Background: an optimization exercise with open tools, aiming at small area and a short achievable clock period. Do not read the settings as production practice.
The RTL was checked by simulation tests, not by an equivalence proof against the original design.
No activity file was given, so power comes from the tool's default toggle rates.

### constraint.sdc
create_clock -name core_clock -period 4.5 [get_ports {clk_i}]
set_input_delay 0.9000 -clock core_clock [delete_from_list [all_inputs] [get_ports {clk_i}]]
set_output_delay 0.9000 -clock core_clock [all_outputs]
set_load 0.01 [all_outputs]
### config.mk
export PLATFORM = sky130hd
export DESIGN_NAME = priority_encoder_top
export DESIGN_NICKNAME = priority_encoder_top
export VERILOG_FILES = /design/flow/design.v
export SDC_FILE = /design/flow/constraint.sdc
export NUM_CORES = 4
export LEC_CHECK = 0
export CAP_MARGIN = 20
export CORE_MARGIN = 2
export CORE_UTILIZATION = 30
export SLEW_MARGIN = 20
### run.sh
#!/bin/bash
# synth_recipe.tcl (not shown) runs the flow's synth.tcl, then flattens the netlist and writes it again
# the make line also repeats each setting of config.mk as NAME=value (left out here)
make -C /OpenROAD-flow-scripts/flow DESIGN_CONFIG=/design/flow/config.mk WORK_HOME=/design/flow/orfs CLKGATE_MAP_FILE= SYNTH_SCRIPT=/design/flow/synth_recipe.tcl finish
### design.v
module priority_encoder #(
  parameter WIDTH = 16
) (
  input  logic              clk_i,            
  input  logic              srst_i,           
  input  logic [WIDTH-1:0]  data_i,           
  input  logic              data_val_i,       
  output logic [WIDTH-1:0]  data_left_o,      
  output logic [WIDTH-1:0]  data_right_o,     
  output logic              data_val_o        
);
localparam COUNT_SIZE = $clog2(WIDTH);
function logic [WIDTH-1:0] reverse ( input logic [WIDTH-1:0] _data ) ;
  logic [WIDTH-1:0] rev;
  for (int i = 0; i < WIDTH; i++)
    rev[WIDTH - i - 1] = _data[i];
  reverse = rev;
endfunction
logic [WIDTH-1:0] data_i_copy;
logic [WIDTH-1:0] data_i_copy_reverse;
always_comb
  begin
    data_i_copy = data_val_i ? data_i : (WIDTH)'(0);
    data_right_o = data_i_copy & (-data_i_copy);
  end
always_comb
  begin
    data_i_copy_reverse = data_val_i ? reverse(data_i) : (WIDTH)'(0);
    data_left_o = reverse( data_i_copy_reverse & (-data_i_copy_reverse) );
  end
assign data_val_o = data_val_i ? 1'b1 : 1'b0;
endmodule
module priority_encoder_top #(
  parameter WIDTH = 256
) (
  input  logic              clk_i,            
  input  logic              srst_i,           
  input  logic [WIDTH-1:0]  data_i,           
  input  logic              data_val_i,       
  output logic [WIDTH-1:0]  data_left_o,      
  output logic [WIDTH-1:0]  data_right_o,     
  output logic              data_val_o        
);
logic              srst;
logic [WIDTH-1:0]  data;
logic              data_val_in;
logic [WIDTH-1:0]  data_left;
logic [WIDTH-1:0]  data_right;
logic              data_val_out;
always_ff @( posedge clk_i )
  begin
    srst        <= srst_i;
    data        <= data_i;
    data_val_in <= data_val_i;
  end
priority_encoder #(
  .WIDTH               ( WIDTH             )
) dut (
  .clk_i               ( clk_i             ),
  .srst_i              ( srst              ),
  .data_i              ( data              ),
  .data_val_i          ( data_val_in       ),
  .data_left_o         ( data_left         ),
  .data_right_o        ( data_right        ),
  .data_val_o          ( data_val_out      )
);
always_ff @( posedge clk_i )
  begin
    data_left_o  <= data_left;
    data_right_o <= data_right;
    data_val_o   <= data_val_out;
  end
endmodule
==> impl_metrics.json <==
{
  "status": "no timing/DRC/antenna violations",
  "clk_path_buf_depth": 3,
  "clk_pin_slew_worst_paths_ps": 60,
  "design.core.area_mm2": 0.0935,
  "async_flop_share_pct": 0,
  "overflow": 0,
  "io_pins": 772,
  "fillers": 9258,
  "seq_area_mm2": 0.0154,
  "min_path_type": "register to register",
  "fin_nets": 4277,
  "dieHeight_um": 312,
  "dr_total_vias": 31833,
  "remaining_drc_errors": 0,
  "worstPathArrival_ps": 4570,
  "fin_setup_tns_ps": 0,
  "firstDrtPassIters": 6,
  "post_cts_buffers": 0,
  "rsz0062_at_grt": "false",
  "multiInputGateArea_mm2": 0.0124,
  "grt_use_met2_pct": 66.7,
  "place_inst": 5188,
  "r2r_cells": 6,
  "htreeDepth": 3,
  "die_w_um": 312,
  "dpl.hpwl_mm": 171,
  "synthDominantCellAreaShare_pct": 54.3,
  "hold_violations": 0,
  "synthCells": 2958,
  "clockRootBuffer": "clkbuf_16",
  "path_class": "register to register",
  "ys_seq_area_share_pct": 54.3,
  "hold_depth": 1,
  "synthTopCellsByArea": "dfxtp_1 (54%), and3_1 (4.3%), nor4_1 (3.7%)",
  "globalplace.congestion": 1.03,
  "grt_max_degree": 87,
  "yosys.area.top_type": "dfxtp_1",
  "cts_buffers": 82,
  "grt.busiest_layer": "met2",
  "tightest_slew_ps": 1170,
  "rows": 112,
  "yosysWarnings": 2,
  "start_util_pct": 30.4,
  "synth_area_mm2": 0.0284,
  "first_iter_violations": 4128,
  "gr-usage-met3_pct": 9.52,
  "vias_per_cell": 5.95,
  "cp.required_ps": 5070,
  "period_share_pct": 88.8,
  "cp-start-kind": "register",
  "max-vdd-ir-drop_mv": 0.319,
  "holdWs_ps": 538,
  "powerDensity_mw_per_mm2": 366,
  "cts_resized": 0,
  "postCtsHoldBufs": 0,
  "synthTopCellsByCount": "dfxtp_1 (770), nand2_1 (242), and3_1 (197)",
  "end_kind": "register",
  "drv_cap": 0,
  "clkSinkCount": 770,
  "slew-limit-headroom_pct": 21.4,
  "drive_gt1_share_pct": 12.9,
  "final-setup-viol-count": 0,
  "ant_nets": 0,
  "antenna_found_initial": 22,
  "grtUsageMet1_pct": 47.5,
  "grt_pass1_wl_mm": 269,
  "ys_ff_latch": 770,
  "critPathMaxFanout": 8,
  "wirelength_mm": 205,
  "clkLatencyLatePin_ps": 700,
  "cts_tree": "done",
  "skew_ps": 40.7,
  "p_leak_nw": 15.9,
  "synth_flop_cell": "dfxtp_1",
  "port-buffer-count": 770,
  "layoutNonFillerInstCount": 5347,
  "grt_use_total_pct": 40.6,
  "fmax_mhz": 250,
  "dieArea_mm2": 0.0971,
  "drv_slew": 0,
  "post-route-min-period_ps": 4000,
  "ys_types": 65,
  "grt_pass1_vias": 30744,
  "yosys.cell_count.top_type": "dfxtp_1",
  "syn_nets": 3217,
  "avgSynthCellArea_um2": 9.59,
  "routedWlPerCell_um": 38.4,
  "area_growth_pct": 49.9,
  "synth-edff-count": 0
}
[cell usage in the layout, fill, tap and decap left out, types with 26 or more instances in the layout]
master	count
nand4_1	111
nor3_1	160
nor2_1	196
dfxtp_1	769
clkbuf_16	85
or4_1	68
o21ai_0	75
inv_1	64
a21oi_1	26
nand3_1	112
o31ai_1	43
clkdlybuf4s50_1	770
nand2_1	242
nor4_1	168
o41ai_1	61
or3_1	66
and3_1	197
buf_4	308
and2_1	116
and4_1	84
[through the flow]
step | total power, mW | setup slack (ps) | utilization, % | cell area, µm²
after floorplan | 7.63 | 1870 | - | 28400
after detailed placement | 8.55 | 727 | 42.5 | 39700
after CTS | 15.5 | 702 | 45.5 | 42500
final | 15.6 | 505 | 45.5 | 42500
after global routing | 15.9 | 476 | 45.5 | 42500
after global placement | 8.56 | 608 | 42.5 | 39700
[area by class of cell]
cell class,instances,area share (%)
Antenna cell,10,0.0588
Clock buffer,118,5.71
Clock inverter,31,0.909
Inverter,65,0.574
Multi-Input combinational cell,2018,29.1
Sequential cell,770,36.2
Tap cell,1254,3.69
Timing Repair Buffer,1081,23.7
[final timing paths]
path,from,to,slack [ps]
setup / recovery,data[145],data_right_o[237],500
hold / removal,data[101],data_left_o[101],540
setup reg to reg,data[145],data_right_o[237],500
hold reg to reg,data[101],data_left_o[101],540
[logic make-up after synthesis]
kind of cell           Yosys count  share of synthesized area (%)
and+or+nand+nor               1698                           34.6
buffers and inverters          170                           2.29
DFF                            770                           54.3
AOI/OAI and AO/OA              320                           8.73
[flip-flops by register name, indices dropped and copies added, names as in the netlist]
register and flops:
data_right_o 256, data_val_in 1, data 256, data_val_o 1
data_left_o 256
[critical path, cell delays in order (launching register included)]
cell       delay (ps)
dfxtp_1           380
nor4_2            710
nand3_1           560
o41ai_1           860
nand3_1           390
or2_1             520
a2111oi_1         440
[where the power goes]
part           total, mW  internal, mW  switching [mW]
clock network       7.08          4.13            2.95
registers           7.34          6.95           0.390
logic               1.14         0.448           0.695
total               15.6          11.5            4.04
[per-layer routing]
| metal | share of wire (%) | wire length [µm] | vias up |
|---|---|---|---|
| met5 | 0.029 | 59 | - |
| met4 | 7.6 | 15500 | 10 |
| met3 | 9.1 | 18600 | 576 |
| met2 | 46 | 95300 | 2217 |
| met1 | 37 | 75900 | 15745 |
| li1 | - | - | 13285 |

## port drivers added, routing unchanged
The flow's constraints put no driver on any port. The routed layout listed below was extracted and timed again, unchanged, in two steps.
Step 1 sets driving cells, clkbuf_16 on the clock port and buf_2 on the other inputs (assumed; they add their load-dependent delay and slew).
Step 2, shift: input delay + t, output delay - t, t = (earliest + latest rising clock arrival at the registers) / 2. This alone moves slack from input paths to output paths.
Slacks: ideal ports / drivers / drivers and shift; pairs: ideal ports / drivers.
t, ns: 0.752
setup slack, ns: 0.505 / 0.505 / 0.505
worst setup path at the end: register to register
worst register clock-pin slew, ns: 0.07 / 0.07
pins driven straight from the clock port: 1
After both steps setup and hold are still met in this run. The setup slack of this run moves by 0.000 ns with the drivers and by 0.000 ns with both steps.
